Background: an optimization exercise with open tools, aiming at small area. Do not read the settings as production practice.
The RTL was checked by simulation tests, not by an equivalence proof against the original design.
No activity file was given, so power comes from the tool's default toggle rates.

===== flow/run.sh =====
#!/bin/bash
# synth_recipe.tcl (not shown) runs the flow's synth.tcl, then flattens the netlist and writes it again
# the make line also repeats each setting of config.mk as NAME=value (left out here)
make -C /OpenROAD-flow-scripts/flow DESIGN_CONFIG=/design/flow/config.mk WORK_HOME=/design/flow/orfs CLKGATE_MAP_FILE= SYNTH_SCRIPT=/design/flow/synth_recipe.tcl finish

===== flow/config.mk =====
export PLATFORM = sky130hd
export DESIGN_NAME = debayer
export DESIGN_NICKNAME = debayer
export VERILOG_FILES = /design/flow/design.v
export SDC_FILE = /design/flow/constraint.sdc
export NUM_CORES = 4
export LEC_CHECK = 0
export CAP_MARGIN = 20
export CORE_MARGIN = 2
export CORE_UTILIZATION = 40
export SLEW_MARGIN = 20

===== flow/constraint.sdc =====
create_clock -name core_clock -period 6.0 [get_ports {clk}]
set_input_delay 1.2000 -clock core_clock [delete_from_list [all_inputs] [get_ports {clk}]]
set_output_delay 1.2000 -clock core_clock [all_outputs]
set_load 0.01 [all_outputs]

===== flow/design.v =====
module line_buf
    #(
    parameter DEPTH = 64
    )
    (
        input               clock,
        input       [7:0]   data,
        input               rdreq,
        input               wrreq,
        input               sclr,
        output reg  [7:0]   q
    );
    localparam AW = $clog2(DEPTH);
    reg [7:0]   mem [0:DEPTH-1];
    reg [AW-1:0] wr_ptr;
    reg [AW-1:0] rd_ptr;
    reg [AW:0]   count;
    wire empty = (count == 0);
    wire full  = (count == DEPTH);
    wire do_rd = rdreq && !empty;
    wire do_wr = wrreq && !full;
    always @(posedge clock) begin
        if (do_wr)
            mem[wr_ptr] <= data;
        if (do_rd)
            q <= mem[rd_ptr];
        if (sclr) begin
            wr_ptr <= 0;
            rd_ptr <= 0;
            count  <= 0;
        end else begin
            if (do_wr)
                wr_ptr <= (wr_ptr == DEPTH - 1) ? 0 : wr_ptr + 1;
            if (do_rd)
                rd_ptr <= (rd_ptr == DEPTH - 1) ? 0 : rd_ptr + 1;
            count <= count + do_wr - do_rd;
        end
    end
endmodule
module debayer
    #(
    parameter line_length = 64
    )
    (
        input               clk,
        input               reset,
        input               sof_in,
        input [9:0]         pixel_data,
        input               pixel_data_valid,
        output logic [15:0] pixel_out_data,
        output logic        pixel_out_data_valid,
        output logic        sof,
        output logic        sof_2
    );
    assign sof_2 = sof;
    typedef enum {ST_WAITFIRSTLINES, ST_WAITFIRSTPIX, ST_G_B, ST_G_R, ST_R, ST_B} statetype_debayer;
    statetype_debayer db_state;
    statetype_debayer last_db_state;
    logic [23:0]    pixels_received;
    logic [3:0][23:0] pixels_recd_delay;
    logic [9:0]     pixel;
    logic [5:0]     pixel_valid;
    logic flip_bit_old;
    logic [3:0]         fifo_wr;
    logic [3:0]         fifo_rd;
    logic [3:0]         fifo_rd_data_valid;
    logic [3:0][9:0]    fifo_wr_data;
    logic [3:0][9:0]    fifo_out;
    logic [2:0][9:0]    colors;    
    logic [9:0] buf_pixel;
    logic [9:0] buf2_pixel;
    logic [4:0][4:0][9:0]   pix_sreg;
    logic [19:0]            center_pix_buf;
    logic [31:0]            pixel_x;
    logic [15:0]            line_num;
    logic [9:0]     gatrb;
    logic [11:0]    gatrb_4x1accum;
    logic [11:0]    gatrb_1x4accum;
    logic [12:0]    gatrb_4x2accum;
    logic [14:0]    gatrb_accum;
    logic [9:0]     ratg_r_b;
    logic [12:0]    ratg_r_b_2x4_accum;
    logic [12:0]    ratg_r_b_1x5_accum;
    logic [12:0]    ratg_r_b_6x1_accum;
    logic [12:0]    ratg_r_b_2x0p5_accum;
    logic [14:0]    ratg_r_b_accum;
    logic [9:0]     ratg_b_r;
    logic [12:0]    ratg_b_r_2x4_accum;
    logic [12:0]    ratg_b_r_6x1_accum;
    logic [12:0]    ratg_b_r_2x0p5_accum;
    logic [14:0]    ratg_b_r_accum;
    logic [9:0]     ratb_b_b;
    logic [12:0]    ratb_b_b_4x2_accum;
    logic [12:0]    ratb_b_b_1x6_accum;
    logic [12:0]    ratb_b_b_4x1p5_accum_neg;
    logic [14:0]    ratb_b_b_accum;
    logic [9:0]     batg_b_r;  
    logic [9:0]     batg_r_b;  
    logic [29:0] rgb_pixel;
    logic        rgb_pixel_valid;
    assign rgb_pixel = {colors[2], colors[1], colors[0]};  
    logic sclr;
    logic [3:0][7:0] fifo_out_i;
    assign fifo_out[0] = {fifo_out_i[0], 2'b10};
    assign fifo_out[1] = {fifo_out_i[1], 2'b10};
    assign fifo_out[2] = {fifo_out_i[2], 2'b10};
    assign fifo_out[3] = {fifo_out_i[3], 2'b10};
    genvar lb;
    generate
        for (lb = 0; lb < 4; lb++) begin : line_bufs
            line_buf #(.DEPTH(line_length)) line_buf_i (
                .clock(clk),
                .data ( fifo_wr_data[lb][9:2] ),
                .rdreq ( fifo_rd[lb] ),
                .wrreq ( fifo_wr[lb] ),
                .q ( fifo_out_i[lb] ),
                .sclr( sclr )
                );
        end
    endgenerate
    assign pixel = pixel_data;
    assign pixel_valid[0] = pixel_data_valid;
    logic [15:0] rgb_pix_count;
    always @(posedge clk)
    begin
        if ((reset) || (sof_in)) begin
            db_state            <= ST_WAITFIRSTLINES;
            pixels_received     <= 0;
            pixels_recd_delay   <= 0;
            fifo_wr             <= 0;
            fifo_rd             <= 0;
            pixel_x             <= 0;
            line_num            <= 0;
            pixel_valid[5:1]    <= 0;
            rgb_pix_count       <= 0;
            sclr                <= 1;
            sof                     <= 0;
            pixel_out_data_valid    <= 0;
            rgb_pixel_valid         <= 0;
        end else begin
            pixel_out_data_valid    <= rgb_pixel_valid;
            pixel_out_data          <= {rgb_pixel[29:25], rgb_pixel[19:14], rgb_pixel[9:5]};
            sclr <= 0;
            if (rgb_pixel_valid) rgb_pix_count <= rgb_pix_count + 1;
            pixel_valid[5:1]    <= pixel_valid[4:0];
            pixels_recd_delay   <= {pixels_recd_delay[2:0], pixels_received};
            buf_pixel           <= pixel;
            buf2_pixel          <= buf_pixel;
            center_pix_buf[19:10] <= pix_sreg[2][2];
            center_pix_buf[9:0]   <= center_pix_buf[19:10];
            fifo_rd <= 0;
            if (pixel_valid[0]) begin
                pixels_received     <= pixels_received + 1;
                if (pixels_received > (line_length - 2)) begin  
                    fifo_rd[3]      <= 1;
                    if (pixels_received > (line_length * 2 - 7)) begin
                        fifo_rd[2]  <= 1;
                        if (pixels_received > (line_length * 3 - 12)) begin
                            fifo_rd[1] <= 1;
                            if (pixels_received > (line_length * 4 - 17))
                                fifo_rd[0] <= 1;
                        end
                    end
                end
            end
            if (pixel_valid[2]) begin
                pix_sreg[4][4]      <= buf2_pixel;
                pix_sreg[4][3:0]    <= pix_sreg[4][4:1];
                if (pixels_recd_delay[0] > 4) begin
                    fifo_wr[3]          <= 1;
                    fifo_wr_data[3]     <= pix_sreg[4][0];
                end
            end else begin 
                fifo_wr[3] <= 0;
            end
            if (pixel_valid[4]) begin
                if (pixels_recd_delay[2] == (line_length * 4 + 5)) begin
                    db_state <= ST_G_R; 
                    sof      <= 1;
                end
            end
            for (int i = 0; i < 4; i++) begin
                if (fifo_rd[i]) begin
                    fifo_rd_data_valid[i]   <= 1;
                end else fifo_rd_data_valid[i] <= 0;
                if (fifo_rd_data_valid[i]) begin
                    pix_sreg[i][4]      <= fifo_out[i];
                    pix_sreg[i][3:0]    <= pix_sreg[i][4:1];
                    if (i > 0) begin
                        fifo_wr_data[i - 1] <= pix_sreg[i][0];
                        fifo_wr[i - 1]      <= 1;
                    end
                end else if (i > 0) fifo_wr[i - 1] <= 0;
            end
            case (db_state)
                ST_WAITFIRSTLINES: begin
                    rgb_pixel_valid <= 0;
                end
                ST_R: begin
                    sof <= 0;
                    colors[0] <= center_pix_buf[9:0];
                    colors[1] <= gatrb;
                    colors[2] <= ratb_b_b;
                    if (pixel_valid[5]) begin
                        rgb_pixel_valid <= 1;
                        if (pixel_x == (line_length - 6)) begin
                            db_state        <= ST_WAITFIRSTPIX;
                            last_db_state   <= ST_R;
                            pixel_x         <= pixel_x + 2;
                        end else begin
                            db_state    <= ST_G_R;
                            pixel_x     <= pixel_x + 2;
                        end
                    end else rgb_pixel_valid    <= 0;
                end
                ST_G_R: begin
                    colors[0] <= ratg_r_b;
                    colors[1] <= center_pix_buf[9:0];
                    colors[2] <= batg_r_b;
                    if (pixel_valid[5]) begin
                        rgb_pixel_valid      <= 1;
                        db_state             <= ST_R;
                    end else rgb_pixel_valid <= 0;
                end
                ST_G_B: begin
                    colors[0] <= ratg_b_r;
                    colors[1] <= center_pix_buf[9:0];
                    colors[2] <= batg_b_r;
                    if (pixel_valid[5]) begin
                        rgb_pixel_valid     <= 1;
                        if (pixel_x == (line_length - 6)) begin
                            db_state        <= ST_WAITFIRSTPIX;
                            last_db_state   <= ST_G_B;
                            pixel_x         <= pixel_x + 2;
                        end else begin
                            db_state    <= ST_B;
                            pixel_x     <= pixel_x + 2;
                        end
                    end else rgb_pixel_valid    <= 0;
                end
                ST_B: begin  
                    colors[0] <= ratb_b_b;
                    colors[1] <= gatrb;  
                    colors[2] <= center_pix_buf[9:0];
                    if (pixel_valid[5]) begin
                        rgb_pixel_valid      <= 1;
                        db_state            <= ST_G_B;
                    end else rgb_pixel_valid <= 0;
                end
                ST_WAITFIRSTPIX: begin
                    rgb_pixel_valid <= 0;
                    if (pixel_valid[5]) begin
                        if (pixel_x == (line_length - 1)) begin
                            pixel_x     <= 0;
                            if (last_db_state == ST_G_B)
                                db_state    <= ST_G_R;
                            else
                                db_state    <= ST_B;
                        end else pixel_x <= pixel_x + 1;
                    end
                end
            endcase
        end
    end
    always @(posedge clk) begin
        gatrb_1x4accum  <= pix_sreg[2][2] << 2;
        gatrb_4x2accum  <= (pix_sreg[1][2] + pix_sreg[2][1] + pix_sreg[2][3] + pix_sreg[3][2]) << 1;
        gatrb_4x1accum  <= pix_sreg[0][2] + pix_sreg[2][0] + pix_sreg[2][4] + pix_sreg[4][2];
        gatrb_accum     <= (gatrb_1x4accum + gatrb_4x2accum - gatrb_4x1accum);  
        ratg_r_b_1x5_accum  <= (pix_sreg[2][2] << 2) + pix_sreg[2][2];
        ratg_r_b_2x4_accum  <= (pix_sreg[2][1] + pix_sreg[2][3]) << 2;
        ratg_r_b_6x1_accum  <= pix_sreg[2][0] + pix_sreg[1][1] + pix_sreg[3][1] + pix_sreg[1][3] + pix_sreg[2][4] + pix_sreg[3][3];
        ratg_r_b_2x0p5_accum <= (pix_sreg[0][2] + pix_sreg[4][2]) >> 1;
        ratg_r_b_accum      <= ratg_r_b_1x5_accum + ratg_r_b_2x4_accum + ratg_r_b_2x0p5_accum - ratg_r_b_6x1_accum;  
        ratg_b_r_2x4_accum  <= (pix_sreg[1][2] + pix_sreg[3][2]) << 2;
        ratg_b_r_2x0p5_accum <= (pix_sreg[2][0] + pix_sreg[2][4]) >> 1;
        ratg_b_r_6x1_accum  <= pix_sreg[0][2] + pix_sreg[1][1] + pix_sreg[3][1] + pix_sreg[1][3] + pix_sreg[4][2] + pix_sreg[3][3];
        ratg_b_r_accum      <= ratg_r_b_1x5_accum + ratg_b_r_2x4_accum + ratg_b_r_2x0p5_accum - ratg_b_r_6x1_accum;  
        ratb_b_b_1x6_accum      <= (pix_sreg[2][2] << 2) + (pix_sreg[2][2] << 1);
        ratb_b_b_4x2_accum      <= (pix_sreg[1][1] + pix_sreg[1][3] + pix_sreg[3][1] + pix_sreg[3][3]) << 1;
        ratb_b_b_4x1p5_accum_neg  <= (pix_sreg[0][2] + (pix_sreg[0][2] >> 1))
                                    + (pix_sreg[2][0] + (pix_sreg[2][0] >> 1))
                                    + (pix_sreg[2][4] + (pix_sreg[2][4] >> 1))
                                    + (pix_sreg[4][2] + (pix_sreg[4][2] >> 1));
        ratb_b_b_accum          <= ratb_b_b_1x6_accum + ratb_b_b_4x2_accum - ratb_b_b_4x1p5_accum_neg;  
    end
    always_comb begin
        ratb_b_b    = ratb_b_b_accum[14] ? 0 : (ratb_b_b_accum[13] ? 10'h3FF : ratb_b_b_accum[12:3]);
        ratg_b_r    = ratg_b_r_accum[14] ? 0 : (ratg_b_r_accum[13] ? 10'h3FF : ratg_b_r_accum[12:3]);
        ratg_r_b    = ratg_r_b_accum[14] ? 0 : (ratg_r_b_accum[13] ? 10'h3FF : ratg_r_b_accum[12:3]);
        gatrb       = gatrb_accum[14] ? 0 : (gatrb_accum[13] ? 10'h3FF : gatrb_accum[12:3]);
        batg_b_r    = ratg_r_b;  
        batg_r_b    = ratg_b_r;  
    end
endmodule

==> results.ini <==
[outcome]
status = no timing/DRC/antenna violations

[power_and_ir_drop]
p_comb_share_pct = 8.2
p_leak_nw = 42.1
power.internal_mw = 33.2
power_frac_seq_pct = 49.9
ir_drop_mv = 0.254
power.share.clock_pct = 41.9
power.switching_mw = 9.84
p_sw_share_pct = 22.9
power_density_nw_per_um2 = 335

[clock_tree]
clock_path_buffers = 4
cts_buffers = 295
ctsResizeCount = 0
cts-root-buf = clkbuf_16
clk_latency_ps = 870
cts_tree = built
clkSinkCount = 2784
post_cts_buffers = 0
postCtsHoldBufs = 0
cts_max_level = 5
clk_pin_slew_ps = 60

[placed_design]
dp.final_hpwl_mm = 160
dp_slack_ps = 1400
io_buffers = 32
gp_congestion = 0.841

[setup_path]
critPathKind = flip-flop to flip-flop
ff2ff_path_depth = 17
r2r-start = pix_sreg[144]
cp_max_fo = 5
worstSetupStartpoint = pix_sreg[144]
r2r-end = ratb_b_b_4x1p5_accum_neg[12]
arrival_ps = 5340
end_kind = flip-flop
reg2reg_slack_ps = 1410
required_ps = 6760
crit_path_end = ratb_b_b_4x1p5_accum_neg[12]
start_kind = flip-flop

[synth]
yosysUniqueCellTypes = 70
synth_edf_count = 2372
synthesis.nets = 6757
avgSynthCellArea_um2 = 18.2
ys_seq_area_share_pct = 69.7
syn-cell-area_um2 = 114000
synthCells = 6265
synth-warning-count = 2
synth-main-ff-cell = edfxtp_1
synthArstFlopShare_pct = 0
ys_ff_latch = 2784

[route]
via_count = 55300
drtPass1Iterations = 5
viasPerCell = 5.30
ant_nets = 0
drc = 0
drtIter0Drc = 5070
wl_per_cell_um = 24.1
wl_mm = 251

[timing]
setup_slack_ps = 1410
slew_headroom_pct = 26.7
timing.hold.ws_ps = 414
hold_viol_final = 0
rsz0062_at_grt = no
post-route-period-util_pct = 76.4
finalSetupViolations = 0
slew_viol_final = 0
finalSetupTns_ps = 0
fin_crit_ps = 4590
fmax_mhz = 218
tightest_slew_ps = 1100
skew_ps = 81.0

[finish]
drive_gt1_share_pct = 18.4
fillers = 24000
syn2layout_area_growth_pct = 12.6
fin_nets = 6915

[floorplan]
initial_utilization_pct = 40.1
die_y_um = 538
die_x_um = 538
std_cell_rows = 196
boundaryPins = 33
core_um2 = 284000
die_area_um2 = 289000

[grt]
grt_pass1_vias = 56600
busiest_layer = met2
antenna_found_initial = 12
grtUsageMet2_pct = 27.9
grt_max_degree = 72
overflow = 0
use_met3_pct = 2.51
gr-usage-met1_pct = 25.0
track_usage_pct = 17.3
grt_pass1_wl_mm = 375

[job]
cap_violations = 0

[hold_path]
hold_class = flip-flop to flip-flop

## area by class of cell
class / count / area [um^2] / share of cell area (%)
Clock inverter: 161 / 1630 / 1.27
Timing Repair Buffer: 108 / 991 / 0.772
Tap cell: 3762 / 4710 / 3.67
Sequential cell: 2784 / 79500 / 62.0
Multi-Input combinational cell: 2740 / 31700 / 24.7
Clock buffer: 372 / 7880 / 6.14
Antenna cell: 6 / 15.0 / 0.0117
Inverter: 494 / 1860 / 1.45
## layer usage
metal  wire length [um]  up-vias
met4               4940        0
li1                   -    24400
met3              12900      338
met2             120000     1426
met1             113000    29200
met5                  0        -
## registers in the layout (all words and copies together), names as in the netlist, 13 cells and up
register                     flops
db_state                        32
fifo_wr_data                    32
line_bufs.line_buf_i.q          32
line_bufs.line_buf_i.mem      2048
colors                          16
line_bufs.line_buf_i.wr_ptr     24
pix_sreg                       190
pixels_recd_delay               72
line_bufs.line_buf_i.count      28
line_bufs.line_buf_i.rd_ptr     24
pixel_x                         32
pixel_out_data                  16
ratg_b_r_6x1_accum              13
pixels_received                 24
ratb_b_b_4x1p5_accum_neg        13
## metrics by stage
step                      cell area [um^2]  power (mW)  std cells  utilization [%]
after detailed placement            119000        25.4       9888             41.8
after CTS                           128000        43.4      10400             45.1
after global placement              119000        25.3       9888             41.8
after global routing                128000        44.6      10400             45.2
final                               128000        43.0      10400             45.2
after floorplan                     114000        24.3       6265                -
## worst min-delay path by stage
stage / depth (start not counted) / end / slack (ps) / startpoint
2_1_floorplan: 0 / ratg_b_r_6x1_accum[0] / 350 / pix_sreg[220]
4_1_cts: 0 / pix_sreg[235] / 410 / pix_sreg[245]
5_1_grt: 0 / pix_sreg[223] / 420 / pix_sreg[233]
6_report: 0 / pix_sreg[89] / 410 / pix_sreg[99]
3_3_place_gp: 0 / center_pix_buf[7] / 400 / center_pix_buf[17]
3_5_place_dp: 0 / fifo_wr_data[28] / 400 / pix_sreg[158]
## synth_stat cells, types with 65 or more instances
cell type / instances / area, um^2
fa_1: 218 / 4360
ha_1: 260 / 3250
nand3_1: 65 / 325
and2_1: 119 / 744
edfxtp_1: 2372 / 71200
a21oi_1: 138 / 691
clkbuf_1: 169 / 634
dfxtp_1: 412 / 8250
nor2_1: 428 / 1610
inv_1: 494 / 1850
nand2_1: 128 / 480
mux4_2: 672 / 15100
xor2_1: 77 / 674
buf_1: 72 / 270
xnor2_1: 88 / 771
o21ai_0: 103 / 515
## power by group through the flow
stage	sequential, mW	clock [mW]	combinational, mW
floorplan	21.8	0	2.54
global placement	21.9	0	3.46
finish	21.5	18.0	3.53
global route	21.5	19.1	3.99
CTS	21.5	18.4	3.56
detailed placement	21.9	0	3.53
## worst max-delay path: stages (launching register included)
cell and delay [ps]:
edfxtp_1 490, inv_1 140, fa_1 520, inv_1 60, fa_1 490, fa_1 490, inv_1 50, fa_1 480
inv_1 40, ha_1 230, fa_1 460, a21o_1 190, a21oi_1 240, o21bai_1 100, a21oi_1 240, nor2b_1 70
o21ai_0 150, nand2b_1 70
## placed cells by master (no fill, tap or decap), types with 24 or more instances in the layout
cell type        instances
clkinv_1                42
and2_1                 115
a21oi_1                138
mux4_2                 672
nor4_1                  30
o21bai_1                33
nor2b_1                 28
a21o_1                  35
clkbuf_16              298
buf_4                   68
and3_1                  24
xor2_1                  77
clkdlybuf4s50_1         32
clkinv_2                50
clkbuf_1                58
o21ai_0                103
nand4_1                 35
ha_1                   260
nand3_1                 65
dfxtp_1                399
or3_1                   35
edfxtp_1              2372
nand2_1                128
nor2_1                 427
nor3_1                  40
bufinv_16               26
xnor2_1                 88
fa_1                   218
inv_1                  493
## cell families after synthesis
kind of cell               Yosys count  synth area share, %
xor gates and xnor gates           165                 1.27
adders and majority gates          478                 6.68
muxes                              684                 13.4
DFF                               2784                 69.7
AOI/OAI and AO/OA                  406                 2.20
buffers and inverters              741                 2.45
and+or+nand+nor                   1007                 4.30

[static timing again, ports no longer ideal]
In the flow no input, the clock included, has a driving cell. The finished layout below was timed again as built, in two steps. Step 1, drivers: a clkbuf_16 drives clk and a buf_2 each remaining input, both assumed. Step 2 moves the port delays by t, midway between the first and last clock arrival at a register: inputs arrive t later, outputs are due t later. That takes back most of the time a late clock gives input paths. a / b / c = ideal ports / drivers / drivers and shift; a / b = the first two.
t (ns): 0.923
slack for setup (ns): 1.414 / 1.414 / 1.414
worst setup path after step 2: register to register
worst register clock-pin slew, ns: 0.07 / 0.07
cell pins on the clock port's net: 1
After both steps this run still meets setup and hold. For this run, drivers alone change the setup slack by 0.000 ns; drivers and shift together by 0.000 ns.
